This design comes from an exercise in tuning for small area and a short achievable clock period on the open sky130 flow, not from production work.
Where RTL was checked, it was by simulation tests only, not by an equivalence proof against the original.
Function not checked in runs 2 to 4: the RTL went through the layout flow alone.
Power and IR drop assume default switching activity.

`run.sh`:
```
#!/bin/bash
# synth_recipe.tcl (not shown) runs the flow's synth.tcl, then flattens the netlist and writes it again
# the make line also repeats each setting of config.mk as NAME=value (left out here)
make -C /OpenROAD-flow-scripts/flow DESIGN_CONFIG=/design/flow/config.mk WORK_HOME=/design/flow/orfs CLKGATE_MAP_FILE= SYNTH_SCRIPT=/design/flow/synth_recipe.tcl finish
```
`config.mk`:
```
export PLATFORM = sky130hd
export DESIGN_NAME = SPI_WRAPPER
export DESIGN_NICKNAME = SPI_WRAPPER
export VERILOG_FILES = /design/flow/design.v
export SDC_FILE = /design/flow/constraint.sdc
export NUM_CORES = 4
export LEC_CHECK = 0
export CAP_MARGIN = 40
export CORE_MARGIN = 2
export CORE_UTILIZATION = 40
export SLEW_MARGIN = 40
```
`constraint.sdc`:
```
create_clock -name core_clock -period 6.5 [get_ports {clk}]
set_input_delay 1.3000 -clock core_clock [delete_from_list [all_inputs] [get_ports {clk}]]
set_output_delay 1.3000 -clock core_clock [all_outputs]
set_load 0.01 [all_outputs]
```
`design.v`:
```
module SPI_SLAVE(
    input            clk,
    input            rst_n,
    input            MOSI,
    input            SS_n,
    input      [7:0] tx_data,
    input            tx_valid,
    output reg [9:0] rx_data,
    output reg       rx_valid,
    output reg       MISO
);
localparam IDLE      = 3'b000;
localparam CHK_CMD   = 3'b001;
localparam WRITE     = 3'b011;
localparam READ_ADD  = 3'b010;
localparam READ_DATA = 3'b110;
reg [2:0] cs, ns;
reg [7:0] tx_shift;
reg signed [3:0] counter;
reg       read_add_flg;
reg [9:0] P_rx_data;
always @(posedge clk or negedge rst_n) begin
    if (!rst_n)
        cs <= IDLE;
    else
        cs <= ns;
end
always @(*) begin
    case(cs)
        IDLE:      ns = (SS_n == 0) ? CHK_CMD : IDLE;
        CHK_CMD: begin
            if (SS_n == 0 && MOSI == 0)
                ns = WRITE;
            else if (SS_n == 0 && MOSI == 1 && !read_add_flg)
                ns = READ_ADD;
            else if (SS_n == 0 && MOSI == 1 && read_add_flg)
                ns = READ_DATA;
            else
                ns = IDLE;
        end
        WRITE:      ns = (SS_n == 0) ? WRITE : IDLE;
        READ_ADD:   ns = (SS_n == 0) ? READ_ADD : IDLE;
        READ_DATA:  ns = (SS_n == 0) ? READ_DATA : IDLE;
        default:    ns = IDLE;
    endcase
end
always @(posedge clk or negedge rst_n) begin
    if (!rst_n) begin
        rx_data      <= 0;
        rx_valid     <= 0;
        MISO         <= 0;
        counter      <= -1;
        read_add_flg <= 0;
        tx_shift     <= 0;
         P_rx_data <=0;
    end else begin
        rx_valid <= 0;    
        case (cs)
            IDLE: begin
                rx_data      <= 0;
                MISO         <= 0;
                counter      <= -1;
                rx_valid <= 0; 
                tx_shift     <= 0;
                 P_rx_data <=0;
            end
            WRITE: begin
                counter <= counter + 1;
                P_rx_data <= {P_rx_data[8:0], MOSI};
                if (counter == 4'd9) begin
                    rx_valid <= 1;
                    rx_data  <= P_rx_data;
                    counter  <= -1;
                end
            end
            READ_ADD: begin
                counter <= counter + 1;
                P_rx_data <= {P_rx_data[8:0], MOSI};
                if (counter == 4'd9) begin
                    rx_valid <= 1;
                    rx_data  <= P_rx_data;
                    counter  <= -1;
                    read_add_flg <= 1;
                end
            end
            READ_DATA: begin
                if (tx_valid) begin
                    rx_valid     <= 0;
                    if (counter == -1) begin
                        tx_shift <= tx_data;   
                        counter  <= 4'd7;
                    end else begin
                        MISO     <= tx_shift[0];
                        tx_shift <= tx_shift >> 1;
                        counter  <= counter - 1;
                    end
                end
                else begin 
                          counter <= counter + 1;
                P_rx_data <= {P_rx_data[8:0], MOSI};
                if (counter == 4'd9) begin
                    rx_valid     <= 1;
                    counter      <= -1;
                    read_add_flg <= 0;
                    rx_data  <= P_rx_data;
                end
            end
            end
        endcase
    end
end
endmodule
module RAM #(parameter ADDR_SIZE=8,
		    parameter MEM_DEPTH=256)(
    input            clk,
    input            rst_n,
    input      [9:0] din,
    input            rx_valid,
    output reg [7:0] dout,
    output reg       tx_valid
);
reg [ADDR_SIZE-1:0] MEM [0:MEM_DEPTH-1];
reg [ADDR_SIZE-1:0] ADDR;
always @(posedge clk or negedge rst_n)
begin 
    if (!rst_n) begin 
        dout     <= 0;
        ADDR     <= 0;
        tx_valid <= 0;
    end
    else begin 
        if(rx_valid) begin 
            if (din[9:8] == 2'b00) begin 
               ADDR <= din [7:0];
               tx_valid <= 0;
               dout <= 0;
            end
            else if (din [9:8] == 2'b01)
            begin 
            MEM[ADDR] <= din[7:0];
             tx_valid <= 0;
               dout <= 0;
            end 
            else if (din [9:8] == 2'b10)
            begin 
                ADDR <= din [7:0];
                 tx_valid <= 0;
               dout <= 0;
            end
            else if (din[9:8] == 2'b11)
           begin 
           dout <= MEM[ADDR];
           tx_valid <= 1;
          end
        end 
    end 
end
endmodule
module SPI_WRAPPER(
  input    MOSI,
  input    clk,
  input    rst_n,
  input    SS_n,
  output   MISO
);
wire        rx_valid, tx_valid;
wire [9:0]  rx_data;
wire [7:0]  tx_data;
SPI_SLAVE SPISLAVE (
    .clk(clk),
    .rst_n(rst_n),
    .MOSI(MOSI),
    .rx_data(rx_data),
    .tx_data(tx_data),
    .SS_n(SS_n),
    .rx_valid(rx_valid),
    .tx_valid(tx_valid),
    .MISO(MISO)
);
RAM #(
    .ADDR_SIZE(8),
    .MEM_DEPTH(256)
) ram_mem (
    .clk(clk),
    .rst_n(rst_n),
    .din(rx_data),
    .dout(tx_data),      
    .rx_valid(rx_valid),
    .tx_valid(tx_valid)
);
endmodule
```
==> results of run 1 <==
-- logic make-up (layout without fill, tap and decap cells) --
logic type	Yosys count	in the layout	synth area share, %
AO/OA/AOI/OAI	1226	1226	11.6
XOR/XNOR	1	1	0.0110
adder cells (fa/ha/maj)	3	3	0.0473
buffers and inverters	364	658	1.98
flip-flops	2103	2103	79.3
multiplexers	15	15	0.202
other	0	18	0
AND/OR/NAND/NOR	1061	1061	6.90
-- where the power goes --
group / total, mW / internal, mW / switching (mW)
sequential: 14.8 / 14.7 / 0.0330
clock: 12.2 / 6.69 / 5.46
combinational: 0.339 / 0.0803 / 0.259
total: 27.2 / 21.5 / 5.75
-- stage by stage --
stage          total power [mW]  worst slack, ns  std cells
4_1_cts                    27.2             1.51       7688
3_5_place_dp               15.4             1.50       7303
3_3_place_gp               15.4             1.45       7291
5_1_grt                    27.8             1.34       7709
6_report                   27.2             1.12       7725
2_1_floorplan              15.2             2.49       4773
-- layout by cell type (no fill, tap or decap), drive strengths merged, types with 11 or more instances in the layout --
master and count:
a2111oi 11, a21oi 71, a221oi 46, a222oi 27, a22o 98, a22oi 526, a32oi 172, and3 41
buf 257, bufinv 12, clkbuf 272, clkinv 96, dfrtp 51, diode 18, edfxtp 2048, inv 11
nand2 122, nand3 211, nand4 132, nand4bb 12, nor2 322, nor3 67, nor4 65, o21ai 55
o221ai 14, o22ai 168, or4 33
-- layout make-up --
cell class                      count  share of cell area [%]
Clock inverter                    120                    1.22
Multi-Input combinational cell   2306                    17.6
Inverter                            6                  0.0246
Antenna cell                       18                  0.0491
Clock buffer                      265                    6.20
Timing Repair Buffer              267                    2.64
Sequential cell                  2103                    68.6
Tap cell                         2640                    3.60
-- sequential cells by signal, summed over array words and instances, names as in the netlist --
| signal | count |
|---|---|
| SPISLAVE.tx_shift | 8 |
| SPISLAVE.P_rx_data | 10 |
| SPISLAVE.rx_valid | 1 |
| SPISLAVE.cs | 3 |
| SPISLAVE.read_add_flg | 1 |
| ram_mem.MEM | 2048 |
| ram_mem.tx_valid | 1 |
| ram_mem.ADDR | 8 |
| SPISLAVE.MISO | 1 |
| SPISLAVE.counter | 4 |
| ram_mem.dout | 8 |
| SPISLAVE.rx_data | 10 |
-- layer usage --
metal | track usage, % | share of wire (%) | vias up
met5 | 0 | 0.086 | -
met4 | 21.1 | 7.9 | 28
met3 | 15.1 | 15 | 1097
met2 | 47.3 | 41 | 4898
met1 | 43.1 | 36 | 27800
li1 | - | - | 20200
-- worst paths after layout --
check / slack, ns / to
max reg2reg: 1.12 / ram_mem.dout[0]
max: 1.12 / ram_mem.dout[0]
max in group asynchronous: 5.48 / SPISLAVE.rx_data[5]
min: 0.48 / SPISLAVE.P_rx_data[5]
min in group asynchronous: 0.55 / SPISLAVE.tx_shift[4]
min reg2reg: 0.48 / SPISLAVE.P_rx_data[5]
-- cells in the mapped netlist (9+ instances only) --
library cell	instances
a221oi_1	46
and4b_1	10
buf_1	67
edfxtp_1	2048
a222oi_1	27
nand4bb_1	12
a22o_1	98
o221ai_1	14
and3_1	41
a32oi_1	172
a2111oi_0	11
or4_1	33
nor4_1	65
nand4b_1	9
buf_2	125
a22oi_1	526
nand4_1	132
nand3_1	211
o21ai_0	55
nor3_1	67
dfrtp_1	51
nor4bb_1	10
clkbuf_1	156
o22ai_1	168
nand2_1	122
nor2_1	322
a21oi_1	71
-- worst max-delay path, stage by stage, from the launching register on --
cell       delay [ns]
dfrtp_1          0.87
buf_4            0.33
nand4bb_2        0.55
buf_4            0.41
nor2_1           0.24
a22oi_1          0.26
nand4_1          0.37
nor4_1           0.85
nand4_1          0.69
o31a_1           0.60
==> flow_summary.yaml, run 1 <==
outcome:
  status: "no timing/DRC/antenna violations"
grt:
  grt.total_usage_pct: 33.9
  grt_max_degree: 157
  grt_overflow: 0
  grt_pass1_wl_um: 461000
  grt_pass1_vias: 49000
  antenna_found_initial: 35
synth:
  synth_edf_count: 2048
  synth_cell_types: 58
  yosysSeqAreaShare_pct: 79.3
  syn_nets: 4780
  synthesis.area_um2: 79300
  syn_area_per_cell_um2: 16.6
  synth_seq_cells: 2103
  yosysTopAreaCellShare_pct: 77.5
  synth_top_cells_by_area: "edfxtp_1 78%, a22oi_1 5.0%, a32oi_1 1.9%"
  yosysWarnings: 3
  postSynthCellCount: 4773
  synth_flop_cell: "edfxtp_1"
  async_reset_ff_share_pct: 2.62
  yosys.area.top_type: "edfxtp_1"
final_layout:
  post-route-util_pct: 46.5
  area_delta_synth_final_pct: 15.5
  final_cell_area_um2: 91700
  multi_input_area_um2: 16200
  fillers: 16800
  drive_gt1_share_pct: 17.3
  seqCellArea_um2: 62900
  finalNetCount: 4902
placement:
  place_area_um2: 84400
  port_buffers: 4
  dp_hpwl_um: 234000
  gp_congestion: 1.10
die:
  die_y_um: 449
  dieArea_um2: 202000
  core_area_um2: 197000
  initial_core_util_pct: 40.2
  io_pins: 5
  die_x_um: 449
  rows: 163
clock_network:
  cts_tree: "built"
  clk_pin_slew_worst_paths_ns: 0.06
  cts_buffers: 211
  cts-root-buf: "clkbuf_16"
  hold_buffers: 0
  post_cts_buffers: 0
  htree_levels: 4
  cts_sinks: 2103
  cts_resized: 0
  clockBufferDepth: 3
  clkLatencyLatePin_ns: 0.88
sta:
  finClkSkew_ns: 0.0457
  fmax_mhz: 186
  slew-limit-headroom_pct: 24.5
  worstMarginPinSlew_ns: 1.12
  tns_ns: 0
  fin_crit_sh_pct: 82.7
  setup_viol: 0
  min_period_ns: 5.38
  fin_hold_ws_ns: 0.481
  hold_viol: 0
  rsz0062_at_grt: "false"
  drv_slew: 0
min_path:
  hold_depth: 2
  hold_path.class: "register to register"
  hold_start: "SPISLAVE.P_rx_data[5]"
power_and_ir_drop:
  power_density_nw_per_um2: 297
  p_leak_nw: 28.6
  peakVddDrop_mv: 0.251
setup_path:
  required_ns: 7.22
  critPathLaunch: "ram_mem.ADDR[6]"
  cp-end-kind: "register"
  critPathLaunchType: "register"
  ff2ff_path_depth: 9
  crit_arrival_ns: 6.10
  crit_fanout: 24
  critPathKind: "register to register"
  rr_startpoint: "ram_mem.ADDR[6]"
detailed_routing:
  vias: 54000
  drc: 0
  ant_nets: 0
  dr.pass1.iters: 9
  wl_per_cell_um: 45.4
  drtIter0Drc: 10900
  viasPerCell: 6.99
  drt_wl_total_um: 350000
flow_run:
  cap_violations: 0
==> inputs of run 2 (changes only) <==
==> design.v (replaced) <==
module SPI_SLAVE(
    input            clk,
    input            rst_n,
    input            MOSI,
    input            SS_n,
    input      [7:0] tx_data,
    input            tx_valid,
    output     [9:0] rx_data,
    output reg       rx_valid,
    output reg       MISO
);
localparam IDLE      = 3'b000;
localparam CHK_CMD   = 3'b001;
localparam WRITE     = 3'b011;
localparam READ_ADD  = 3'b010;
localparam READ_DATA = 3'b110;
reg [2:0]  cs, ns;
reg [3:0]  counter;       
reg        read_add_flg;
reg        loaded;        
reg [10:0] sr;
assign rx_data = sr[10:1];
always @(posedge clk)
    sr <= {sr[9:0], MOSI};
always @(*) begin
    case (cs)
        IDLE:      ns = SS_n ? IDLE : CHK_CMD;
        CHK_CMD:   ns = SS_n ? IDLE : (!MOSI ? WRITE : (read_add_flg ? READ_DATA : READ_ADD));
        WRITE:     ns = SS_n ? IDLE : WRITE;
        READ_ADD:  ns = SS_n ? IDLE : READ_ADD;
        READ_DATA: ns = SS_n ? IDLE : READ_DATA;
        default:   ns = IDLE;
    endcase
end
always @(posedge clk or negedge rst_n) begin
    if (!rst_n)
        cs <= IDLE;
    else
        cs <= ns;
end
wire collect = (cs == WRITE) || (cs == READ_ADD) || (cs == READ_DATA && !tx_valid);
wire shift   = (cs == READ_DATA) && tx_valid;
always @(posedge clk or negedge rst_n) begin
    if (!rst_n) begin
        rx_valid     <= 1'b0;
        MISO         <= 1'b0;
        counter      <= 4'hf;
        read_add_flg <= 1'b0;
        loaded       <= 1'b0;
    end else begin
        rx_valid <= 1'b0;
        if (cs == IDLE) begin
            MISO    <= 1'b0;
            counter <= 4'hf;
            loaded  <= 1'b0;
        end
        if (collect) begin
            counter <= counter + 4'd1;
            if (counter == 4'd9) begin
                rx_valid <= 1'b1;
                counter  <= 4'hf;
                if (cs == READ_ADD)  read_add_flg <= 1'b1;
                if (cs == READ_DATA) read_add_flg <= 1'b0;
            end
        end
        if (shift) begin
            if (counter == 4'hf) begin
                loaded  <= 1'b1;
                counter <= 4'd7;
            end else begin
                MISO    <= loaded & tx_data[~counter[2:0]];
                counter <= counter - 4'd1;
            end
        end
    end
end
endmodule
module RAM (
    input            clk,
    input            rst_n,
    input      [9:0] din,
    input            rx_valid,
    output reg [7:0] dout,
    output reg       tx_valid
);
reg [2:0] phase;
reg [7:0] ADDR;
reg       addr_rst;
reg       dirty;
wire       match  = (phase == ADDR[7:5]);
wire       wr_now = dirty & match;
wire       ld     = rx_valid & ~din[8];
wire       wev    = rx_valid & ~din[9] & din[8];
wire [7:0] tap [0:31];
genvar g;
generate
    for (g = 0; g < 32; g = g + 1) begin : ring
        reg [63:0] r;
        wire we = wr_now & (ADDR[4:0] == g);
        always @(posedge clk)
            r <= {r[55:0], we ? dout : r[63:56]};
        assign tap[g] = r[63:56];
    end
endgenerate
always @(posedge clk)
    phase <= phase + 3'd1;
always @(posedge clk) begin
    if (ld)
        ADDR <= din[7:0];
    else if (addr_rst & (~dirty | match))
        ADDR <= 8'd0;
end
always @(posedge clk or negedge rst_n) begin
    if (!rst_n)
        addr_rst <= 1'b1;
    else if (ld | ~dirty | match)
        addr_rst <= 1'b0;
end
always @(posedge clk) begin
    if (wev)
        dirty <= 1'b1;
    else if (match)
        dirty <= 1'b0;
end
reg [7:0] mq;
reg       fq;
always @(posedge clk) begin
    mq <= tap[ADDR[4:0]];
    fq <= match & ~dirty & ~wev;
end
always @(posedge clk) begin
    if (wev)
        dout <= din[7:0];
    else if (fq)
        dout <= mq;
end
always @(posedge clk or negedge rst_n) begin
    if (!rst_n)
        tx_valid <= 1'b0;
    else if (rx_valid)
        tx_valid <= din[9] & din[8];
end
endmodule
module SPI_WRAPPER(
  input    MOSI,
  input    clk,
  input    rst_n,
  input    SS_n,
  output   MISO
);
wire        rx_valid, tx_valid;
wire [9:0]  rx_data;
wire [7:0]  tx_data;
SPI_SLAVE SPISLAVE (
    .clk(clk),
    .rst_n(rst_n),
    .MOSI(MOSI),
    .rx_data(rx_data),
    .tx_data(tx_data),
    .SS_n(SS_n),
    .rx_valid(rx_valid),
    .tx_valid(tx_valid),
    .MISO(MISO)
);
RAM ram_mem (
    .clk(clk),
    .rst_n(rst_n),
    .din(rx_data),
    .dout(tx_data),
    .rx_valid(rx_valid),
    .tx_valid(tx_valid)
);
endmodule
==> run 2 against run 1 <==
- sequential power shrank 13%
- clock power shrank 12%
- routed wire length shrank 76%
- cell area shrank 38%
- total power shrank 13%
- die area shrank 38%
- utilization grew 0.30 points
- synthesized cell count shrank 39%
==> flow_summary.yaml, run 2 <==
outcome:
  status: "no timing/DRC/antenna violations"
synth:
  synth_compound_area_share_pct: 2.10
  syn_area_per_cell_um2: 16.8
  yosysMostFrequentCell: "dfxtp_1"
  yosysTopAreaCellShare_pct: 85.1
  yosys.area.top_type: "dfxtp_1"
  synth_fa_ha_area_share_pct: 0.103
  postSynthCellCount: 2902
  synth_seq_cells: 2101
  synthMuxAreaShare_pct: 6.48
  syn_nets: 2910
  synth_top_cells_by_area: "dfxtp_1 85%, mux2_2 6.0%, edfxtp_1 0.99%"
  yosys.area_share.simple_pct: 3.55
  synth_top_family_by_area: "multiplexers"
  synth_flop_cell: "dfxtp_1"
  synthesis.area_um2: 48700
  async_reset_ff_share_pct: 0.619
  synth_xor_area_share_pct: 0.0719
  yosysSeqAreaShare_pct: 86.8
  synth_commonest_cells: "2072 x dfxtp_1, 261 x mux2_2, 53 x clkbuf_1"
  yosysWarnings: 2
  synth_edf_count: 16
  synth_cell_types: 67
sta:
  fin_hold_ws_ns: 0.305
  fmax_mhz: 293
  finClkSkew_ns: 0.0248
  min_period_ns: 3.41
  rsz0062_at_grt: "false"
  tns_ns: 0
  fin_crit_sh_pct: 52.5
  slew-limit-headroom_pct: 41.3
  hold_viol: 0
  setup_viol: 0
  worstMarginPinSlew_ns: 0.858
  drv_slew: 0
clock_network:
  cts_tree: "built"
  cts_sinks: 2101
  post_cts_buffers: 0
  clkLatencyLatePin_ns: 0.77
  hold_buffers: 0
  cts-root-buf: "clkbuf_16"
  clockBufferDepth: 3
  htree_levels: 4
  cts_resized: 0
  cts_buffers: 181
  clk_pin_slew_worst_paths_ns: 0.07
placement:
  gp_congestion: 0.786
  dp_cells: 4465
  dp_hpwl_um: 49800
  port_buffers: 4
power_and_ir_drop:
  peakVddDrop_mv: 0.213
  total_power_mw: 23.8
  power_density_nw_per_um2: 419
  p_leak_nw: 22.8
final_layout:
  top_register: "ram_mem.ring.r"
  layout_commonest_cell: "dfxtp_1"
  top_regs: "ram_mem.ring.r: 2048 flops, SPISLAVE.sr: 11 flops"
  drive_gt1_share_pct: 20.0
  finalNetCount: 3031
  fillers: 10400
  layout_common_cells: "2072 x dfxtp_1, 261 x mux2_2, 181 x clkbuf_16, 48 x and3_1, 46 x nand3_1"
  largest_reg_flops: 2048
  area_delta_synth_final_pct: 16.6
  multi_input_area_um2: 6080
  finalNonFillerCells: 4796
  n_antenna_cell: 0
  seqCellArea_um2: 42300
grt:
  grt_max_degree: 58
  grt_pass1_vias: 20200
  grt_overflow: 0
  grt.total_usage_pct: 13.5
  grt_pass1_wl_um: 126000
  antenna_found_initial: 0
die:
  die_x_um: 353
  rows: 128
  io_pins: 5
  die_y_um: 353
  core_area_um2: 121000
  initial_core_util_pct: 40.1
  dieArea_um2: 125000
setup_path:
  critPathLaunchType: "register"
  required_ns: 7.16
  critPathKind: "register to register"
  crit_arrival_ns: 4.07
  crit_fanout: 33
  cp-end-kind: "register"
detailed_routing:
  drt_wl_total_um: 84400
  viasPerCell: 4.26
  vias: 20400
  drtIter0Drc: 1237
  wl_per_cell_um: 17.6
  dr.pass1.iters: 5
  drc: 0
  ant_nets: 0
flow_run:
  cap_violations: 0
min_path:
  hold_path.class: "register to register"
==> run 2: cell types whose count changed after synthesis, sizes merged, moves of 164 or more <==
cell    before   now
buf        201    33
edfxtp    2048    16
o22ai      168     2
a22oi      526    17
nor2       322    40
dfxtp        0  2072
mux2         8   261
nand3      211    47
a32oi      172     6
==> run 2: area by class of cell <==
cell class	instances	area share [%]
timing repair buffer	24	0.342
clock buffer	257	9.27
inverter	11	0.0727
multi-input combinational	704	10.7
clock inverter	74	1.55
tap	1625	3.58
sequential	2101	74.5
==> run 2: per-layer routing <==
metal	share of wire (%)	vias up	track usage (%)
met1	51	9963	19.6
li1	-	9900	-
met5	0	-	0
met3	4.2	165	2.88
met4	2.8	0	5.29
met2	42	420	19.6
==> run 2: path summary, 6_finish.rpt <==
check / startpoint / to / slack (ns) / cells past startpoint
setup / recovery: ram_mem.ADDR[0] / ram_mem.mq[1] / 3.09 / 6
hold / removal: ram_mem.ring[31].r[11] / ram_mem.ring[31].r[19] / 0.31 / 0
setup reg to reg: ram_mem.ADDR[0] / ram_mem.mq[1] / 3.09 / 6
hold reg to reg: ram_mem.ring[31].r[11] / ram_mem.ring[31].r[19] / 0.31 / 0
max in group asynchronous: rst_n / ram_mem.tx_valid / 5.20 / 1
min in group asynchronous: rst_n / SPISLAVE.MISO / 0.92 / 1
==> run 2: metrics by stage <==
stage	area (um^2)	utilization [%]	setup WS [ns]
after floorplan	48700	-	4.44
after global placement	50600	41.7	2.81
after detailed placement	50600	41.7	3.11
after CTS	56800	46.8	3.11
after global routing	56800	46.8	3.10
final	56800	46.8	3.09
==> run 2: where the power goes <==
group | internal (mW) | total [mW] | leakage (nW) | switching, mW
Sequential | 12.9 | 12.9 | 17.0 | 0.0283
Combinational | 0.0399 | 0.100 | 2.81 | 0.0601
Clock | 6.17 | 10.7 | 3.02 | 4.57
==> run 2: critical path: stages (launching register included) <==
cell	delay, ns
edfxtp_1	0.32
buf_4	0.43
nand2b_1	0.53
nor2_1	0.29
a2111oi_1	0.83
nand4_1	0.43
o32a_1	0.44
==> run 2: kinds of logic after synthesis <==
group           after synthesis
fa+ha+maj                     4
simple gates                277
xor+xnor                      4
flops                      2101
mux                         279
buf+inv                      97
compound gates              140
==> inputs of run 3 (changes only) <==
--- a/config.mk
+++ b/config.mk
@@ -7,5 +7,6 @@
 export LEC_CHECK = 0
 export CAP_MARGIN = 40
 export CORE_MARGIN = 2
-export CORE_UTILIZATION = 40
+export CORE_UTILIZATION = 65
+export SETUP_SLACK_MARGIN = 4
 export SLEW_MARGIN = 40
==> run 3 against run 2 <==
- still clean on timing, DRC and antenna
- cell count is 13% lower
- clock power hardly changed
- setup slack improved by 0.83 ns
- total power up 1.0%
- first-iteration DRC count rose by 14%
- via count up 2.6%
- area after synthesis unchanged
- fmax grew 32%
- critical endpoint is now MISO
==> flow_summary.yaml, run 3 <==
outcome:
  status: "no timing/DRC/antenna violations"
synth:
  async_reset_ff_share_pct: 0.619
  synthesis.area_um2: 48700
  yosysSeqAreaShare_pct: 86.8
  yosysTopAreaCellShare_pct: 85.1
  synth_cell_types: 67
  yosys.area.top_type: "dfxtp_1"
  synth_commonest_cells: "2072 x dfxtp_1, 261 x mux2_2, 53 x clkbuf_1"
  yosysMostFrequentCell: "dfxtp_1"
  synth_flop_cell: "dfxtp_1"
  syn_nets: 2910
  syn_area_per_cell_um2: 16.8
  postSynthCellCount: 2902
  synth_seq_cells: 2101
  yosysWarnings: 2
  synth_edf_count: 16
  synth_top_cells_by_area: "dfxtp_1 85%, mux2_2 6.0%, edfxtp_1 0.99%"
sta:
  fmax_mhz: 387
  fin_crit_sh_pct: 39.7
  rsz0062_at_grt: "true"
  setup_viol: 0
  worstMarginPinSlew_ns: 0.806
  slew-limit-headroom_pct: 46.0
  fin_hold_ws_ns: 0.306
  finClkSkew_ns: 0.0322
  tns_ns: 0
  min_period_ns: 2.58
  drv_slew: 0
  hold_viol: 0
die:
  dieArea_um2: 77200
  io_pins: 5
  core_area_um2: 74300
  rows: 100
  initial_core_util_pct: 65.6
  die_x_um: 278
  die_y_um: 278
setup_path:
  path_buf_inv: 1
  required_ns: 5.20
  cpMaxStageDelayCell: "dfrtp_1"
  crit_arrival_ns: 1.28
  critPathLaunchType: "register"
  max_stage_delay_ns: 0.40
  cp-end-kind: "output pin"
  crit_fanout: 2
  crit_family: "flip-flops"
  critPathKind: "register to output pin"
  path_cells: "buf_6"
grt:
  grt_pass1_wl_um: 132000
  antenna_found_initial: 1
  grt_overflow: 0
  grt_pass1_vias: 21500
  grt_max_degree: 39
  grt.total_usage_pct: 23.2
detailed_routing:
  drtIter0Drc: 1413
  viasPerCell: 5.03
  drc: 0
  wl_per_cell_um: 21.4
  dr.pass1.iters: 7
  drt_wl_total_um: 89100
  ant_nets: 0
  vias: 21000
power_and_ir_drop:
  total_power_mw: 24.0
  peakVddDrop_mv: 0.272
  power_density_nw_per_um2: 423
  p_leak_nw: 23.3
clock_network:
  clockBufferDepth: 3
  cts_tree: "built"
  cts_sinks: 2101
  clk_pin_slew_worst_paths_ns: 0.07
  htree_levels: 4
  cts-root-buf: "clkbuf_16"
  clkLatencyLatePin_ns: 0.75
  cts_buffers: 178
final_layout:
  largest_reg_flops: 2048
  top_register: "ram_mem.ring.r"
  seqCellArea_um2: 42300
  layout_commonest_cell: "dfxtp_1"
  finalNetCount: 3064
  drive_gt1_share_pct: 21.4
  top_regs: "ram_mem.ring.r: 2048 flops, SPISLAVE.sr: 11 flops"
  area_delta_synth_final_pct: 16.7
  multi_input_area_um2: 6390
  fillers: 4337
  layout_common_cells: "2072 x dfxtp_1, 261 x mux2_2, 183 x clkbuf_16, 48 x and3_1, 46 x nand3_1"
placement:
  dp_hpwl_um: 51000
  port_buffers: 4
  gp_congestion: 0.879
flow_run:
  cap_violations: 0
min_path:
  hold_path.class: "register to register"
[run 3: final cells by class]
class | instances | share of cell area, %
clock buffer | 261 | 9.21
antenna | 1 | 0.00440
tap | 969 | 2.13
clock inverter | 66 | 1.80
timing repair buffer | 58 | 1.16
multi-input combinational | 706 | 11.2
sequential | 2101 | 74.4
inverter | 11 | 0.0726
[run 3: kinds of logic after synthesis]
group	synth area share (%)
and+or+nand+nor	3.55
xor gates and xnor gates	0.0719
buffers and inverters	0.889
AOI/OAI and AO/OA	2.10
adders and majority gates	0.103
muxes	6.48
DFF	86.8
[run 3: per-stage QoR]
stage / instance area [um^2] / cells / setup WS, ns / util (%)
2_1_floorplan: 48700 / 2902 / 4.44 / -
3_3_place_gp: 49800 / 3809 / 3.12 / 66.9
3_5_place_dp: 49800 / 3810 / 3.12 / 67.1
4_1_cts: 56500 / 4158 / 3.86 / 76.0
5_1_grt: 56900 / 4172 / 3.87 / 76.5
6_report: 56900 / 4173 / 3.92 / 76.5
[run 3: path summary, 6_finish.rpt]
path / from / endpoint / slack [ns] / depth (start not counted)
max reg2reg: ram_mem.ADDR[1] / ram_mem.mq[2] / 3.98 / 7
min in group asynchronous: rst_n / SPISLAVE.MISO / 0.92 / 1
max in group asynchronous: rst_n / ram_mem.tx_valid / 5.17 / 1
min reg2reg: ram_mem.ring[0].r[53] / ram_mem.ring[0].r[61] / 0.31 / 0
max: SPISLAVE.MISO / MISO / 3.92 / 1
min: ram_mem.ring[0].r[53] / ram_mem.ring[0].r[61] / 0.31 / 0
[run 3: layer usage]
metal | up-vias | global-route usage, % | wire (um)
met3 | 182 | 4.61 | 4360
li1 | 9957 | - | -
met2 | 551 | 35.1 | 39300
met4 | 0 | 9.26 | 2990
met5 | - | 0 | 0
met1 | 10300 | 33.1 | 42400
[run 3: report_power, final]
part | switching [mW] | internal [mW] | total (mW)
Combinational | 0.0698 | 0.0489 | 0.119
Clock | 4.52 | 6.44 | 11.0
Sequential | 0.0303 | 12.9 | 13.0
Total | 4.62 | 19.4 | 24.0
[run 3: worst reg2reg max path, stage by stage (launching register included)]
cell	delay, ns
edfxtp_1	0.42
buf_4	0.18
buf_8	0.29
mux2i_1	0.28
nor2_1	0.08
a21oi_1	0.33
nand4_1	0.37
o32a_1	0.45
[run 3: timing repair]
action,4_1_cts,5_1_grt
buffers inserted,19,10
gates resized for setup,52,37
cloned,2,4
endpoints found under the setup margin,265,84
pin swaps,13,17
hold buffers,0,0
==> inputs of run 4 (changes only) <==
--- a/config.mk
+++ b/config.mk
@@ -8,5 +8,7 @@
 export CAP_MARGIN = 40
 export CORE_MARGIN = 2
 export CORE_UTILIZATION = 65
+export CTS_CLUSTER_DIAMETER = 60
+export CTS_CLUSTER_SIZE = 25
 export SETUP_SLACK_MARGIN = 4
 export SLEW_MARGIN = 40
==> run 4 against run 3 <==
- still clean on timing, DRC and antenna
- sequential power about the same
- synthesized cell count did not move
- worst hold slack improved by 0.0099 ns
- first-iteration DRC count shrank 0.99%
- register-to-register slack lost 0.05 ns
- count of clock-buffer cells in the layout decreased by 149
- sequential share of layout area rose by 4.8 points
- utilization fell by 4.7 points
- setup slack improved by 0.012 ns
- total power shrank 18%
- critical endpoint is now ram_mem.mq[2]
- highest routed layer unchanged
==> flow_summary.yaml, run 4 <==
outcome:
  status: "no timing/DRC/antenna violations"
synth:
  syn_area_per_cell_um2: 16.8
  synth_fa_ha_area_share_pct: 0.103
  yosys.area.top_type: "dfxtp_1"
  yosysTopAreaCellShare_pct: 85.1
  synth_seq_cells: 2101
  yosys.area_share.simple_pct: 3.55
  synth_top_cells_by_area: "dfxtp_1 85%, mux2_2 6.0%, edfxtp_1 0.99%"
  synth_commonest_cells: "2072 x dfxtp_1, 261 x mux2_2, 53 x clkbuf_1"
  yosysMostFrequentCell: "dfxtp_1"
  postSynthCellCount: 2902
  synth_compound_area_share_pct: 2.10
  yosysWarnings: 2
  synth_flop_cell: "dfxtp_1"
  synthesis.area_um2: 48700
  synth_cell_types: 67
  synth_edf_count: 16
  synth_xor_area_share_pct: 0.0719
  synthMuxAreaShare_pct: 6.48
  yosysSeqAreaShare_pct: 86.8
  synth_top_family_by_area: "multiplexers"
  syn_nets: 2910
  async_reset_ff_share_pct: 0.619
clock_network:
  htree_levels: 3
  clkLatencyLatePin_ns: 0.67
  cts_buffers: 99
  clk_pin_slew_worst_paths_ns: 0.10
  clockBufferDepth: 3
  cts_sinks: 2101
  cts-root-buf: "clkbuf_16"
  cts_tree: "built"
  hold_buffers: 0
detailed_routing:
  drt_wl_total_um: 83500
  ant_nets: 0
  drc: 0
  wl_per_cell_um: 21.0
  vias: 20100
  drtIter0Drc: 1399
  viasPerCell: 5.06
  dr.pass1.iters: 5
final_layout:
  n_antenna_cell: 0
  drive_gt1_share_pct: 17.3
  top_regs: "ram_mem.ring.r: 2048 flops, SPISLAVE.sr: 11 flops"
  area_delta_synth_final_pct: 9.59
  finalNonFillerCells: 3977
  layout_commonest_cell: "dfxtp_1"
  largest_reg_flops: 2048
  post-route-util_pct: 71.8
  top_register: "ram_mem.ring.r"
  fillers: 4774
  layout_common_cells: "2072 x dfxtp_1, 261 x mux2_2, 102 x clkbuf_16, 48 x and3_1, 46 x nand3_1"
  finalNetCount: 2981
flow_run:
  cap_violations: 0
power_and_ir_drop:
  power_density_nw_per_um2: 369
  peakVddDrop_mv: 0.334
  p_leak_nw: 21.6
  total_power_mw: 19.7
die:
  dieArea_um2: 77200
  io_pins: 5
  die_y_um: 278
  core_area_um2: 74300
  die_x_um: 278
  initial_core_util_pct: 65.6
  rows: 100
setup_path:
  critPathKind: "register to register"
  crit_arrival_ns: 3.13
  critPathLaunchType: "register"
  cpMaxStageDelayCell: "edfxtp_1"
  required_ns: 7.07
  max_stage_delay_ns: 0.48
  crit_fanout: 19
  cp-end-kind: "register"
  path_cells: "buf_12 > and3_1 > buf_8 > a22o_4 > a221oi_4 > nand4_1 > o32a_1"
placement:
  dpl_worst_slack_ns: 3.12
  gp_congestion: 0.879
  dp_cells: 3810
  port_buffers: 4
  dp_hpwl_um: 51000
sta:
  fin_crit_sh_pct: 39.5
  fmax_mhz: 389
  drv_slew: 0
  finClkSkew_ns: 0.0194
  worstMarginPinSlew_ns: 0.861
  setup_viol: 0
  tns_ns: 0
  rsz0062_at_grt: "true"
  setup_ws_ns: 3.93
  hold_viol: 0
  min_period_ns: 2.57
  slew-limit-headroom_pct: 42.4
grt:
  grt_overflow: 0
  grt_max_degree: 39
  grt_pass1_wl_um: 125000
  grt.total_usage_pct: 21.7
  antenna_found_initial: 2
  grt_pass1_vias: 20200
min_path:
  hold_path.class: "register to register"
## run 4: cell families after synthesis
family,count (synthesis)
buffers and inverters,97
and+or+nand+nor,277
adders and majority gates,4
AOI/OAI and AO/OA,140
DFF,2101
muxes,279
xor gates and xnor gates,4
## run 4: final timing paths
path	depth (start not counted)	slack, ns	start	endpoint
setup / recovery	7	3.93	ram_mem.ADDR[3]	ram_mem.mq[2]
hold / removal	0	0.32	ram_mem.ring[30].r[23]	ram_mem.ring[30].r[31]
setup reg to reg	7	3.93	ram_mem.ADDR[3]	ram_mem.mq[2]
hold reg to reg	0	0.32	ram_mem.ring[30].r[23]	ram_mem.ring[30].r[31]
max in group asynchronous	1	5.11	rst_n	ram_mem.tx_valid
min in group asynchronous	1	1.00	rst_n	SPISLAVE.MISO
## run 4: cell type report
cell class	instances	area, um^2	share of cell area [%]
clock buffers	112	2590	4.85
clock inverters	24	267	0.499
multi-input cells	706	6400	12.0
inverters	11	41.3	0.0773
flip-flops and latches	2101	42300	79.2
well taps	969	1210	2.27
repair buffers	54	596	1.12
## run 4: per-layer routing
| metal | wire (um) | GRT usage [%] | up-vias |
|---|---|---|---|
| met1 | 41700 | 32.7 | 9888 |
| met3 | 3280 | 3.36 | 142 |
| met5 | 0 | 0 | - |
| met2 | 36000 | 32.7 | 405 |
| li1 | - | - | 9684 |
| met4 | 2540 | 6.89 | 0 |
## run 4: timing repair
action / CTS / global route
buffers inserted: 17 / 10
setup endpoints to repair: 265 / 92
pin swaps: 19 / 11
gates cloned: 2 / 2
gates resized for setup: 54 / 24
hold endpoints to repair: 0 / 0
## run 4: worst max-delay path, delay by kind of cell, from the launching register on
family	cells	cell delay, ns
AOI/OAI and AO/OA	3	1.04
buffers and inverters	2	0.37
DFF	1	0.48
and+or+nand+nor	2	0.57
## run 4: through the flow
stage | instance area, um^2 | hold WS (ns)
after floorplan | 48700 | 0.310
after global placement | 49800 | 0.309
after detailed placement | 49800 | 0.312
after CTS | 53100 | 0.314
after global routing | 53400 | 0.309
final | 53400 | 0.316
## run 4: power breakdown
group | switching (mW) | internal (mW)
registers | 0.0309 | 12.9
logic | 0.0683 | 0.0455
clock network | 3.73 | 2.94
total | 3.83 | 15.9
==> inputs of run 5 (changes only) <==
--- a/design.v
+++ b/design.v
@@ -122,17 +122,11 @@
     else if (match)
         dirty <= 1'b0;
 end
-reg [7:0] mq;
-reg       fq;
-always @(posedge clk) begin
-    mq <= tap[ADDR[4:0]];
-    fq <= match & ~dirty & ~wev;
-end
 always @(posedge clk) begin
     if (wev)
         dout <= din[7:0];
-    else if (fq)
-        dout <= mq;
+    else if (match & ~dirty)
+        dout <= tap[ADDR[4:0]];
 end
 always @(posedge clk or negedge rst_n) begin
     if (!rst_n)
--- a/config.mk
+++ b/config.mk
@@ -7,8 +7,5 @@
 export LEC_CHECK = 0
 export CAP_MARGIN = 40
 export CORE_MARGIN = 2
-export CORE_UTILIZATION = 65
-export CTS_CLUSTER_DIAMETER = 60
-export CTS_CLUSTER_SIZE = 25
-export SETUP_SLACK_MARGIN = 4
+export CORE_UTILIZATION = 40
 export SLEW_MARGIN = 40
==> run 5 against run 4 <==
- still clean
- setup slack got worse by 0.79 ns
- sequential power barely moved
- utilization fell by 24 points
- area after synthesis is 0.63% lower
- via count grew 1.9%
- cell area up 6.7%
- total power increased by 24%
- register-to-register slack worse by 0.79 ns
- first-iteration DRC count is 3.3% lower
- largest cell class unchanged
- largest power group unchanged
==> flow_summary.yaml, run 5 <==
power_and_ir_drop:
  power_density_nw_per_um2: 429
  total_power_mw: 24.4
  peakVddDrop_mv: 0.223
  p_leak_nw: 22.8
synth:
  postSynthCellCount: 2853
  yosysTopAreaCellShare_pct: 85.3
  synth_seq_cells: 2092
  yosysWarnings: 2
  syn_nets: 2861
  syn_area_per_cell_um2: 17.0
  synth_edf_count: 16
  yosysMostFrequentCell: "dfxtp_1"
  synthesis.area_um2: 48400
  synth_flop_cell: "dfxtp_1"
  synth_cell_types: 65
  synth_commonest_cells: "2063 x dfxtp_1, 251 x mux2_2, 49 x a22oi_1"
  async_reset_ff_share_pct: 0.621
  yosysSeqAreaShare_pct: 87.0
  synth_top_cells_by_area: "dfxtp_1 85%, mux2_2 5.8%, edfxtp_1 0.99%"
  yosys.area.top_type: "dfxtp_1"
placement:
  port_buffers: 4
  dpl_worst_slack_ns: 3.26
  dp_cells: 4420
  gp_congestion: 0.876
  dp_hpwl_um: 62400
final_layout:
  drive_gt1_share_pct: 21.0
  finalNetCount: 3005
  top_register: "ram_mem.ring.r"
  layout_common_cells: "2063 x dfxtp_1, 251 x mux2_2, 191 x clkbuf_16, 53 x clkbuf_8, 49 x a22oi_1"
  largest_reg_flops: 2048
  finalNonFillerCells: 4770
  fillers: 10000
  multi_input_area_um2: 5950
  seqCellArea_um2: 42100
  top_regs: "ram_mem.ring.r: 2048 flops, SPISLAVE.sr: 11 flops"
  layout_commonest_cell: "dfxtp_1"
  area_delta_synth_final_pct: 17.7
detailed_routing:
  vias: 20500
  wl_per_cell_um: 20.3
  drc: 0
  wl_met1_um: 47900
  ant_nets: 0
  drt_wl_total_um: 96600
  wl_met3_um: 4650
  viasPerCell: 4.30
  top_layer: "met4"
  drtIter0Drc: 1353
  dr.pass1.iters: 5
  wl_met2_um: 41300
clock_network:
  hold_buffers: 0
  cts-root-buf: "clkbuf_16"
  clk_pin_slew_worst_paths_ns: 0.07
  cts_tree: "built"
  cts_buffers: 187
  clkLatencyLatePin_ns: 0.79
  clockBufferDepth: 3
  post_cts_buffers: 0
  htree_levels: 4
  cts_resized: 0
  cts_sinks: 2092
sta:
  rsz0062_at_grt: "false"
  slew-limit-headroom_pct: 39.6
  fmax_mhz: 297
  drv_slew: 0
  finClkSkew_ns: 0.0602
  setup_ws_ns: 3.14
  hold_viol: 0
  tns_ns: 0
  fin_hold_ws_ns: 0.287
  worstMarginPinSlew_ns: 0.907
  setup_viol: 0
  min_period_ns: 3.36
  fin_crit_sh_pct: 51.7
min_path:
  hold_path.class: "register to register"
flow_run:
  cap_violations: 0
die:
  dieArea_um2: 124000
  rows: 127
  die_y_um: 352
  die_x_um: 352
  initial_core_util_pct: 40.4
  core_area_um2: 120000
  io_pins: 5
grt:
  antenna_found_initial: 6
  grt_max_degree: 38
  grt_pass1_vias: 20000
  grt_pass1_wl_um: 139000
  grt_overflow: 0
  grt.total_usage_pct: 15.6
setup_path:
  crit_fanout: 34
  cp-end-kind: "register"
  path_cells: "buf_4 > nand3b_1 > nor2_1 > a22oi_1 > nand4_1 > a2111oi_0 > a21oi_1"
  critPathLaunchType: "register"
  crit_arrival_ns: 3.87
  max_stage_delay_ns: 0.68
  required_ns: 7.01
  critPathKind: "register to register"
  cpMaxStageDelayCell: "nand3b_1"
outcome:
  status: "no timing/DRC/antenna violations"
-- run 5: cell count changes after synthesis, moves of 10 or more --
cell | before | now
a22oi_1 | 17 | 49
a32oi_1 | 6 | 17
and3_1 | 49 | 4
clkbuf_1 | 53 | 28
mux2_2 | 261 | 251
nand3_1 | 46 | 26
nor2_1 | 24 | 41
nor3_1 | 4 | 17
-- run 5: stage by stage --
step                      area (um^2)  utilization, %
after floorplan                 48400               -
after global placement          50300            41.9
after detailed placement        50300            41.9
after CTS                       57000            47.5
after global routing            57000            47.5
final                           57000            47.5
-- run 5: worst paths after layout --
path | startpoint | cells after the start | slack (ns) | end
min in group asynchronous | rst_n | 1 | 0.93 | ram_mem.tx_valid
max reg2reg | ram_mem.ADDR[2] | 7 | 3.14 | ram_mem.dout[1]
max | ram_mem.ADDR[2] | 7 | 3.14 | ram_mem.dout[1]
max in group asynchronous | rst_n | 1 | 5.16 | SPISLAVE.cs[2]
min | ram_mem.ring[13].r[19] | 0 | 0.29 | ram_mem.ring[13].r[27]
min reg2reg | ram_mem.ring[13].r[19] | 0 | 0.29 | ram_mem.ring[13].r[27]
-- run 5: routing by layer --
layer	vias to the layer above	track usage [%]
met5	-	0
met4	0	6.17
li1	9818	-
met3	164	3.48
met1	10100	22.3
met2	453	22.8
-- run 5: report_power, final --
group | leakage [nW] | switching [mW] | internal [mW] | total (mW)
registers | 16.9 | 0.0330 | 12.9 | 12.9
clock network | 3.30 | 4.69 | 6.73 | 11.4
logic | 2.65 | 0.0654 | 0.0400 | 0.105
total | 22.8 | 4.79 | 19.6 | 24.4
-- run 5: cell type report --
class / instances / share of cell area, %
antenna: 2 / 0.00878
clock buffer: 265 / 9.81
clock inverter: 83 / 1.94
inverter: 9 / 0.0593
multi-input combinational: 685 / 10.4
sequential: 2092 / 73.9
tap: 1612 / 3.54
timing repair buffer: 22 / 0.307
-- run 5: worst max-delay path, delay by kind of cell, from the launching register on --
| family | cells | cell delay, ns |
|---|---|---|
| and+or+nand+nor | 3 | 1.15 |
| buffers and inverters | 1 | 0.44 |
| DFF | 1 | 0.56 |
| AOI/OAI and AO/OA | 3 | 0.93 |
-- run 5: cell families after synthesis --
family | share of synthesized area [%]
buffers and inverters | 0.791
adder cells (fa/ha/maj) | 0.103
AND/OR/NAND/NOR | 3.05
flip-flops | 87.0
AO/OA/AOI/OAI | 2.51
XOR/XNOR | 0.0724
multiplexers | 6.49
==> inputs of run 6 (changes only) <==
--- a/design.v
+++ b/design.v
@@ -84,31 +84,48 @@
     output reg       tx_valid
 );
 reg [2:0] phase;
-reg [7:0] ADDR;
+reg [2:0] slot;
+reg [3:0] sel_lo;
+reg [7:0] sel_hi;
 reg       addr_rst;
 reg       dirty;
-wire       match  = (phase == ADDR[7:5]);
-wire       wr_now = dirty & match;
-wire       ld     = rx_valid & ~din[8];
-wire       wev    = rx_valid & ~din[9] & din[8];
-wire [7:0] tap [0:31];
-genvar g;
+wire match = (phase == slot);
+wire wr    = dirty & match;
+wire ld    = rx_valid & ~din[8];
+wire wev   = rx_valid & ~din[9] & din[8];
+wire clr   = addr_rst & (~dirty | match);
+wire [7:0] grp [0:7];
+genvar g, h;
 generate
-    for (g = 0; g < 32; g = g + 1) begin : ring
-        reg [63:0] r;
-        wire we = wr_now & (ADDR[4:0] == g);
-        always @(posedge clk)
-            r <= {r[55:0], we ? dout : r[63:56]};
-        assign tap[g] = r[63:56];
+    for (h = 0; h < 8; h = h + 1) begin : bank
+        wire [7:0] tap [0:3];
+        for (g = 0; g < 4; g = g + 1) begin : ring
+            reg [63:0] r;
+            wire we = wr & sel_hi[h] & sel_lo[g];
+            always @(posedge clk)
+                r <= {r[55:0], we ? dout : r[63:56]};
+            assign tap[g] = r[63:56];
+        end
+        assign grp[h] = ({8{sel_lo[0]}} & tap[0]) | ({8{sel_lo[1]}} & tap[1])
+                      | ({8{sel_lo[2]}} & tap[2]) | ({8{sel_lo[3]}} & tap[3]);
     end
 endgenerate
+wire [7:0] rd = ({8{sel_hi[0]}} & grp[0]) | ({8{sel_hi[1]}} & grp[1])
+              | ({8{sel_hi[2]}} & grp[2]) | ({8{sel_hi[3]}} & grp[3])
+              | ({8{sel_hi[4]}} & grp[4]) | ({8{sel_hi[5]}} & grp[5])
+              | ({8{sel_hi[6]}} & grp[6]) | ({8{sel_hi[7]}} & grp[7]);
 always @(posedge clk)
     phase <= phase + 3'd1;
 always @(posedge clk) begin
-    if (ld)
-        ADDR <= din[7:0];
-    else if (addr_rst & (~dirty | match))
-        ADDR <= 8'd0;
+    if (ld) begin
+        slot   <= din[7:5];
+        sel_hi <= 8'd1 << din[4:2];
+        sel_lo <= 4'd1 << din[1:0];
+    end else if (clr) begin
+        slot   <= 3'd0;
+        sel_hi <= 8'd1;
+        sel_lo <= 4'd1;
+    end
 end
 always @(posedge clk or negedge rst_n) begin
     if (!rst_n)
@@ -122,11 +139,17 @@
     else if (match)
         dirty <= 1'b0;
 end
+reg [7:0] mq;
+reg       fq;
+always @(posedge clk) begin
+    mq <= rd;
+    fq <= match & ~dirty & ~wev;
+end
 always @(posedge clk) begin
     if (wev)
         dout <= din[7:0];
-    else if (match & ~dirty)
-        dout <= tap[ADDR[4:0]];
+    else if (fq)
+        dout <= mq;
 end
 always @(posedge clk or negedge rst_n) begin
     if (!rst_n)
--- a/config.mk
+++ b/config.mk
@@ -7,5 +7,8 @@
 export LEC_CHECK = 0
 export CAP_MARGIN = 40
 export CORE_MARGIN = 2
-export CORE_UTILIZATION = 40
+export CORE_UTILIZATION = 65
+export CTS_CLUSTER_DIAMETER = 60
+export CTS_CLUSTER_SIZE = 25
+export SETUP_SLACK_MARGIN = 5
 export SLEW_MARGIN = 40
==> run 6 against run 5 <==
- routed wire length shrank 12%
- synthesized cell count down 0.56%
- non-clock buffer count increased by 58
- global-route usage increased by 5.9 points
- critical path type is now register to output pin
- largest cell class unchanged
==> flow_summary.yaml, run 6 <==
outcome:
  status: "no timing/DRC/antenna violations"
final_layout:
  layout_commonest_cell: "dfxtp_1"
  area_delta_synth_final_pct: 11.1
  finalNetCount: 2931
  final_cell_area_um2: 55200
  n_antenna_cell: 0
  largest_reg_flops: 2048
  top_regs: "ram_mem.bank.ring.r: 2048 flops, SPISLAVE.sr: 11 flops"
  drive_gt1_share_pct: 22.5
  top_register: "ram_mem.bank.ring.r"
  layout_common_cells: "2072 x dfxtp_1, 257 x mux2_4, 106 x clkbuf_16, 87 x a22oi_2, 73 x a22oi_1"
clock_network:
  clk_pin_slew_worst_paths_ns: 0.09
  cts_buffers: 102
  cts-root-buf: "clkbuf_16"
  cts_tree: "built"
  htree_levels: 3
  hold_buffers: 0
  clkLatencyLatePin_ns: 0.67
  clockBufferDepth: 3
  cts_sinks: 2108
placement:
  place_area_um2: 50200
  port_buffers: 4
  dp_hpwl_um: 45400
  gp_congestion: 0.813
detailed_routing:
  viasPerCell: 4.96
  ant_nets: 0
  vias: 19500
  dr.pass1.iters: 5
  drtIter0Drc: 1146
  drc: 0
  drt_wl_total_um: 84700
  wl_per_cell_um: 21.5
sta:
  hold_viol: 0
  drv_slew: 0
  rsz0062_at_grt: "true"
  slew-limit-headroom_pct: 43.8
  fin_crit_sh_pct: 38.9
  finClkSkew_ns: 0.0197
  fmax_mhz: 395
  worstMarginPinSlew_ns: 0.843
  min_period_ns: 2.53
  fin_hold_ws_ns: 0.321
  setup_viol: 0
  tns_ns: 0
grt:
  grt.total_usage_pct: 21.5
  grt_max_degree: 39
  grt_pass1_wl_um: 124000
  grt_pass1_vias: 19800
  grt_overflow: 0
  antenna_found_initial: 0
synth:
  synth_cell_types: 44
  synthesis.area_um2: 49700
  async_reset_ff_share_pct: 0.617
  yosysMostFrequentCell: "dfxtp_1"
  synth_top_cells_by_area: "dfxtp_1 84%, mux2_4 6.8%, a22oi_1 2.4%"
  syn_nets: 2845
  syn_area_per_cell_um2: 17.5
  synth_commonest_cells: "2072 x dfxtp_1, 224 x mux2_4, 160 x a22oi_1"
  yosys.area.top_type: "dfxtp_1"
  yosysSeqAreaShare_pct: 85.6
  synth_seq_cells: 2108
  postSynthCellCount: 2837
  yosysWarnings: 2
  synth_edf_count: 23
  yosysTopAreaCellShare_pct: 83.5
  synth_flop_cell: "dfxtp_1"
setup_path:
  crit_arrival_ns: 1.23
  crit_fanout: 2
  path_cells: "buf_2"
  critPathKind: "register to output pin"
  max_stage_delay_ns: 0.41
  cpMaxStageDelayCell: "dfrtp_1"
  critPathLaunchType: "register"
  crit_family: "flip-flops"
  cp-end-kind: "output pin"
  path_buf_inv: 1
  required_ns: 5.20
power_and_ir_drop:
  peakVddDrop_mv: 0.307
  power_density_nw_per_um2: 369
  p_leak_nw: 22.0
die:
  die_x_um: 280
  initial_core_util_pct: 65.5
  core_area_um2: 75800
  die_y_um: 280
  io_pins: 5
  dieArea_um2: 78600
  rows: 101
flow_run:
  cap_violations: 0
min_path:
  hold_path.class: "register to register"
==> run 6: cell count changes after synthesis, sizes merged, moves of 13 or more <==
cell    change
a22oi     +111
nor2       -55
nand2      +44
and3       +29
nor3       -25
clkbuf     +21
nand3      -19
a21oi      -18
a32oi      -17
mux2i      -14
a22o       -13
==> run 6: final timing paths <==
| check | slack, ns | from | endpoint | depth (start not counted) |
|---|---|---|---|---|
| worst max-delay path | 3.97 | SPISLAVE.MISO | MISO | 1 |
| worst min-delay path | 0.32 | ram_mem.bank[6].ring[1].r[26] | ram_mem.bank[6].ring[1].r[34] | 0 |
| worst max register to register | 4.50 | ram_mem.slot[2] | ram_mem.bank[5].ring[0].r[4] | 7 |
| worst min register to register | 0.32 | ram_mem.bank[6].ring[1].r[26] | ram_mem.bank[6].ring[1].r[34] | 0 |
| max in group asynchronous | 5.35 | rst_n | SPISLAVE.cs[0] | 1 |
| min in group asynchronous | 0.66 | rst_n | SPISLAVE.cs[1] | 1 |
==> run 6: what timing repair did <==
item,in CTS,in global routing
buffers inserted,35,9
setup endpoints to repair,308,298
resized for setup,202,64
cloned,11,3
pin swaps,60,47
==> run 6: area by class of cell <==
type                       count  area (um^2)
sequential                  2108        42500
fill                        4765        20600
multi-input combinational    627         7130
clock buffer                 113         2670
tap                          978         1220
timing repair buffer          80         1140
clock inverter                32          495
inverter                       4         15.0
==> run 6: power breakdown <==
| group | leakage (nW) | switching, mW | total [mW] | internal (mW) |
|---|---|---|---|---|
| registers | 17.0 | 0.0384 | 13.0 | 13.0 |
| clock network | 1.55 | 3.83 | 7.18 | 3.35 |
| logic | 3.45 | 0.108 | 0.199 | 0.0912 |
| total | 22.0 | 3.98 | 20.4 | 16.4 |
==> run 6: per-stage QoR <==
stage	power [mW]	util, %	std cells	worst slack [ns]
5_1_grt	21.0	72.8	3942	3.91
2_1_floorplan	13.3	-	2837	4.78
4_1_cts	20.5	72.2	3929	3.92
3_5_place_dp	13.4	66.2	3738	3.82
3_3_place_gp	13.4	66.2	3738	3.86
6_report	20.4	72.8	3942	3.97
==> run 6: layer usage <==
metal  vias up  wire length [um]  track usage [%]
met3       146              2370             2.83
met2       288             36500             32.0
met1      9692             43200             32.7
met5         -                 0                0
li1       9420                 -                -
met4         0              2570             6.72
==> run 6: kinds of logic (layout without fill, tap and decap cells) <==
family / Yosys count / in the layout / synth area share (%)
compound gates: 179 / 180 / 2.66
xor+xnor: 5 / 5 / 0.0882
fa+ha+maj: 4 / 4 / 0.101
buf+inv: 103 / 229 / 1.75
flops: 2108 / 2108 / 85.6
mux: 268 / 268 / 7.79
simple gates: 170 / 170 / 2.01
==> inputs of run 7 (changes only) <==
--- a/config.mk
+++ b/config.mk
@@ -5,10 +5,11 @@
 export SDC_FILE = /design/flow/constraint.sdc
 export NUM_CORES = 4
 export LEC_CHECK = 0
+export ABC_AREA = 1
 export CAP_MARGIN = 40
 export CORE_MARGIN = 2
 export CORE_UTILIZATION = 65
 export CTS_CLUSTER_DIAMETER = 60
 export CTS_CLUSTER_SIZE = 25
-export SETUP_SLACK_MARGIN = 5
+export SETUP_SLACK_MARGIN = 4
 export SLEW_MARGIN = 40
==> run 7 against run 6 <==
- cell area shrank 2.7%
- register-to-register slack worse by 0.37 ns
- die area is 0.24% higher
- sequential power hardly changed
- synthesized cell count is 29% higher
- clock power is 3% lower
- largest cell class unchanged
- global-route usage increased by 0.47 points
- setup slack worse by 0.036 ns
- routed wire length increased by 2.5%
- sequential share of layout area is 2.1 points higher
- still clean
- fmax down 1.4%
==> flow_summary.yaml, run 7 <==
detailed_routing:
  drc: 0
  drt_wl_total_um: 86800
  wl_per_cell_um: 18.6
  ant_nets: 0
  dr.pass1.iters: 6
  vias: 23800
  drtIter0Drc: 1878
  viasPerCell: 5.10
clock_network:
  cts_buffers: 101
  cts-root-buf: "clkbuf_16"
  cts_sinks: 2108
  clockBufferDepth: 3
  hold_buffers: 0
  htree_levels: 3
  cts_tree: "built"
  clkLatencyLatePin_ns: 0.68
  post_cts_buffers: 0
  clk_pin_slew_worst_paths_ns: 0.09
sta:
  worstMarginPinSlew_ns: 0.866
  fin_crit_sh_pct: 39.5
  fmax_mhz: 390
  slew-limit-headroom_pct: 42.3
  hold_viol: 0
  drv_slew: 0
  tns_ns: 0
  min_period_ns: 2.56
  setup_ws_ns: 3.94
  fin_hold_ws_ns: 0.321
  rsz0062_at_grt: "true"
  setup_viol: 0
  finClkSkew_ns: 0.0189
min_path:
  hold_depth: 0
  hold_path.class: "register to register"
  hold_start: "ram_mem.bank[5].ring[0].r[1]"
setup_path:
  cp-end-kind: "output pin"
  path_depth: 1
  rr_startpoint: "ram_mem.slot[0]"
  critPathKind: "register to output pin"
  required_ns: 5.20
  cpMaxStageDelayCell: "dfrtp_1"
  crit_fanout: 2
  crit_family: "flip-flops"
  path_buf_inv: 1
  max_stage_delay_ns: 0.44
  critPathLaunchType: "register"
  crit_arrival_ns: 1.26
  ff2ff_path_depth: 8
  critPathLaunch: "SPISLAVE.MISO"
  path_cells: "buf_2"
power_and_ir_drop:
  peakVddDrop_mv: 0.298
  combinationalPowerShare_pct: 0.9
  p_switching_mw: 3.97
  power_frac_seq_pct: 64.4
  p_int_mw: 16.2
  total_power_mw: 20.2
  clockPowerShare_pct: 34.7
  switching_share_pct: 19.7
  p_leak_nw: 22.0
  power_density_nw_per_um2: 375
synth:
  postSynthCellCount: 3655
  syn_area_per_cell_um2: 13.6
  async_reset_ff_share_pct: 0.617
  yosysTopAreaCellShare_pct: 83.3
  synth_commonest_cells: "2072 x dfxtp_1, 899 x nand2_1, 321 x nand4_1"
  syn_nets: 3663
  synth_seq_cells: 2108
  synth_top_cells_by_area: "dfxtp_1 83%, nand2_1 6.8%, nand4_1 4.0%"
  yosysSeqAreaShare_pct: 85.4
  synth_cell_types: 30
  synth_xor_area_share_pct: 0.106
  synth_edf_count: 23
  yosysMostFrequentCell: "dfxtp_1"
  synthesis.area_um2: 49800
  synth_fa_ha_area_share_pct: 0.101
  synth_compound_area_share_pct: 0.277
  synthMuxAreaShare_pct: 0
  yosys.area.top_type: "dfxtp_1"
  yosys.area_share.simple_pct: 12.4
  synth_top_family_by_area: "simple AND/OR/NAND/NOR gates"
  yosysWarnings: 2
  synth_flop_cell: "dfxtp_1"
grt:
  grt_pass1_vias: 22900
  grt.total_usage_pct: 21.9
  grt_overflow: 0
  gr-usage-met3_pct: 2.98
  met2_usage_pct: 32.7
  grt_max_degree: 151
  grt_use_met1_pct: 32.9
  antenna_found_initial: 1
  grt.busiest_layer: "met1"
  grt_pass1_wl_um: 132000
flow_run:
  cap_violations: 0
final_layout:
  finalNonFillerCells: 4659
  top_regs: "ram_mem.bank.ring.r: 2048 flops, SPISLAVE.sr: 11 flops"
  multi_input_area_um2: 6400
  largest_reg_flops: 2048
  drive_gt1_share_pct: 5.90
  area_delta_synth_final_pct: 7.88
  finalNetCount: 3640
  seqCellArea_um2: 42500
  top_register: "ram_mem.bank.ring.r"
  final_cell_area_um2: 53700
  layout_commonest_cell: "dfxtp_1"
  fillers: 5182
  layout_common_cells: "2072 x dfxtp_1, 899 x nand2_1, 321 x nand4_1, 105 x clkbuf_16, 31 x nor2_1"
  post-route-util_pct: 70.8
placement:
  dpl_worst_slack_ns: 4.12
  port_buffers: 4
  gp_congestion: 0.788
  place_area_um2: 50500
  dp_cells: 4505
  dp_hpwl_um: 50600
die:
  io_pins: 5
  initial_core_util_pct: 65.6
  core_area_um2: 75800
  rows: 101
  dieArea_um2: 78800
  die_y_um: 281
  die_x_um: 281
outcome:
  status: "no timing/DRC/antenna violations"
==> run 7: changes by cell type after synthesis, moves of 42 or more <==
cell,delta
nand2_1,+823
nand4_1,+312
mux2_4,-224
a22oi_1,-160
clkbuf_1,+55
mux2_2,-42
==> run 7: power by group through the flow <==
stage	registers [mW]	logic (mW)	clock network [mW]
final	13.0	0.185	6.99
after global routing	13.0	0.198	7.62
after CTS	13.0	0.177	7.16
after detailed placement	13.3	0.177	0
after global placement	13.3	0.163	0
after floorplan	13.3	0.135	0
==> run 7: cell type report <==
cell class | count | share of cell area, %
diodes | 1 | 0.00466
clock buffers | 117 | 5.05
clock inverters | 34 | 0.711
inverters | 27 | 0.189
multi-input cells | 1355 | 11.9
flip-flops and latches | 2108 | 79.2
well taps | 978 | 2.28
repair buffers | 39 | 0.690
==> run 7: cells by family (layout without fill, tap and decap cells) <==
group / Yosys count / count (layout)
xor gates and xnor gates: 6 / 6
buffers and inverters: 192 / 217
DFF: 2108 / 2108
and+or+nand+nor: 1319 / 1319
adders and majority gates: 4 / 4
other: 0 / 1
AOI/OAI and AO/OA: 26 / 26
==> run 7: final timing paths <==
| check | end | slack, ns |
|---|---|---|
| setup / recovery | MISO | 3.94 |
| max in group asynchronous | SPISLAVE.rx_valid | 5.07 |
| hold reg to reg | ram_mem.bank[5].ring[0].r[9] | 0.32 |
| min in group asynchronous | SPISLAVE.cs[2] | 1.02 |
| hold / removal | ram_mem.bank[5].ring[0].r[9] | 0.32 |
| setup reg to reg | ram_mem.bank[1].ring[3].r[5] | 4.13 |
==> run 7: metal layers <==
metal / vias up / part of all wire (%)
met5: - / 0
met4: 0 / 3.4
met3: 171 / 4.4
met2: 548 / 43
met1: 11400 / 49
li1: 11600 / -
==> run 7: what timing repair did <==
| action | 4_1_cts | 5_1_grt |
|---|---|---|
| setup endpoints to repair | 1 | 15 |
| cloned | 0 | 1 |
| resized for setup | 4 | 2 |
==> inputs of run 8 (changes only) <==
--- a/config.mk
+++ b/config.mk
@@ -5,7 +5,6 @@
 export SDC_FILE = /design/flow/constraint.sdc
 export NUM_CORES = 4
 export LEC_CHECK = 0
-export ABC_AREA = 1
 export CAP_MARGIN = 40
 export CORE_MARGIN = 2
 export CORE_UTILIZATION = 65
==> run 8 against run 7 <==
- largest power group unchanged
- utilization down 0.59 points
- count of clock-buffer cells in the layout down 6
- cell area down 0.84%
- first-iteration DRC count down 33%
- clock skew up 0.0035 ns
- setup slack better by 0.040 ns
- routed wire length down 8.3%
- clock power down 0.9%
- fmax up 1.6%
- sequential share of layout area up 0.67 points
- sequential cell count unchanged
- largest cell class unchanged
- non-clock buffer count down 13
==> flow_summary.yaml, run 8 <==
outcome:
  status: "no timing/DRC/antenna violations"
die:
  io_pins: 5
  rows: 101
  die_x_um: 280
  dieArea_um2: 78600
  initial_core_util_pct: 65.5
  core_area_um2: 75800
setup_path:
  path_cells: "buf_6"
  required_ns: 5.20
  critPathLaunchType: "register"
  cpMaxStageDelayCell: "dfrtp_1"
  crit_fanout: 2
  path_buf_inv: 1
  rrSetupSlack_ns: 4.13
  max_stage_delay_ns: 0.42
  crit_arrival_ns: 1.23
synth:
  synth_cell_types: 44
  yosysSeqAreaShare_pct: 85.6
  synth_seq_cells: 2108
  synth_top_cells_by_area: "dfxtp_1 84%, mux2_4 6.8%, a22oi_1 2.4%"
  async_reset_ff_share_pct: 0.617
  yosysWarnings: 2
  synth_edf_count: 23
  syn_nets: 2845
  yosys.area.top_type: "dfxtp_1"
  yosysMostFrequentCell: "dfxtp_1"
  syn_area_per_cell_um2: 17.5
  yosysTopAreaCellShare_pct: 83.5
detailed_routing:
  viasPerCell: 4.94
  dr.pass1.iters: 7
  vias: 19200
final_layout:
  fillers: 4965
  layout_common_cells: "2072 x dfxtp_1, 224 x mux2_4, 160 x a22oi_1, 105 x clkbuf_16, 76 x nand2_1"
  largest_reg_flops: 2048
  final_cell_area_um2: 53200
  multi_input_area_um2: 6290
  post-route-util_pct: 70.2
  finalNetCount: 2875
  top_regs: "ram_mem.bank.ring.r: 2048 flops, SPISLAVE.sr: 11 flops"
  finalNonFillerCells: 3880
  drive_gt1_share_pct: 16.0
  top_register: "ram_mem.bank.ring.r"
  seqCellArea_um2: 42500
grt:
  grt_overflow: 0
  grt_pass1_vias: 19700
  grt_pass1_wl_um: 120000
clock_network:
  clkLatencyLatePin_ns: 0.68
  hold_buffers: 0
  cts_tree: "built"
  clockBufferDepth: 3
  clk_pin_slew_worst_paths_ns: 0.09
  cts_sinks: 2108
  htree_levels: 3
power_and_ir_drop:
  switching_share_pct: 19.4
  combinationalPowerShare_pct: 0.5
  p_int_mw: 16.1
  p_leak_nw: 21.3
  p_switching_mw: 3.89
  peakVddDrop_mv: 0.302
flow_run:
  cap_violations: 0
sta:
  finClkSkew_ns: 0.0224
  rsz0062_at_grt: "true"
  fin_hold_ws_ns: 0.317
  fin_crit_sh_pct: 38.8
  fmax_mhz: 396
  worstMarginPinSlew_ns: 0.802
  slew-limit-headroom_pct: 46.5
  setup_viol: 0
placement:
  place_area_um2: 50200
  gp_congestion: 0.795
min_path:
  hold_path.class: "register to register"
[run 8: cell count changes in the layout (fill, tap and decap cells not counted), sizes merged, moves of 24 or more]
| cell | previous run | this run |
|---|---|---|
| mux2 | 0 | 266 |
| nand3 | 50 | 8 |
| nand4 | 321 | 9 |
| nand2 | 899 | 76 |
| inv | 40 | 15 |
| and3 | 0 | 33 |
| nor2 | 32 | 8 |
| a22oi | 0 | 160 |
[run 8: metal layers]
metal | share of wire, % | up-vias | GRT usage, %
met3 | 3.1 | 119 | 3.13
li1 | - | 9302 | -
met5 | 0 | - | 0
met1 | 52 | 9479 | 32.0
met2 | 42 | 261 | 30.0
met4 | 2.3 | 0 | 5.57
[run 8: final timing paths]
kind | from | endpoint | depth (start not counted)
min in group asynchronous | rst_n | SPISLAVE.read_add_flg | 1
min reg2reg | ram_mem.bank[0].ring[3].r[51] | ram_mem.bank[0].ring[3].r[59] | 0
min | ram_mem.bank[0].ring[3].r[51] | ram_mem.bank[0].ring[3].r[59] | 0
max reg2reg | ram_mem.slot[0] | ram_mem.bank[7].ring[1].r[5] | 5
max in group asynchronous | rst_n | SPISLAVE.cs[2] | 1
max | SPISLAVE.MISO | MISO | 1
[run 8: repair_timing]
item | 4_1_cts | 5_1_grt
endpoints found under the setup margin | 144 | 45
resized for setup | 13 | 2
buffers inserted | 0 | 4
[run 8: area by class of cell]
| cell class | count | area share, % |
|---|---|---|
| clock inverter | 27 | 0.627 |
| multi-input combinational | 626 | 11.8 |
| clock buffer | 111 | 5.00 |
| sequential | 2108 | 79.8 |
| inverter | 4 | 0.0282 |
| timing repair buffer | 26 | 0.409 |
| tap | 978 | 2.30 |
[run 8: logic make-up (layout without fill, tap and decap cells)]
logic type,after synthesis,count (layout),synth area share [%]
simple gates,170,170,2.01
mux,268,268,7.79
xor+xnor,5,5,0.0882
buf+inv,103,168,1.75
compound gates,179,179,2.66
fa+ha+maj,4,4,0.101
flops,2108,2108,85.6
[run 8: power by group through the flow]
stage                     Combinational, mW  Clock [mW]  Sequential [mW]
after CTS                            0.0989        7.07             13.0
after detailed placement             0.0980           0             13.3
after global routing                  0.110        7.53             13.0
after floorplan                      0.0745           0             13.3
after global placement               0.0890           0             13.3
final                                 0.104        6.93             13.0

Setup slack of run 8, layout unchanged: 3.975 ns with ideal ports, 3.907 ns with driving cells assumed (clock clkbuf_16, inputs buf_2), 4.131 ns with port delays also shifted by the 0.732 ns mid clock arrival.
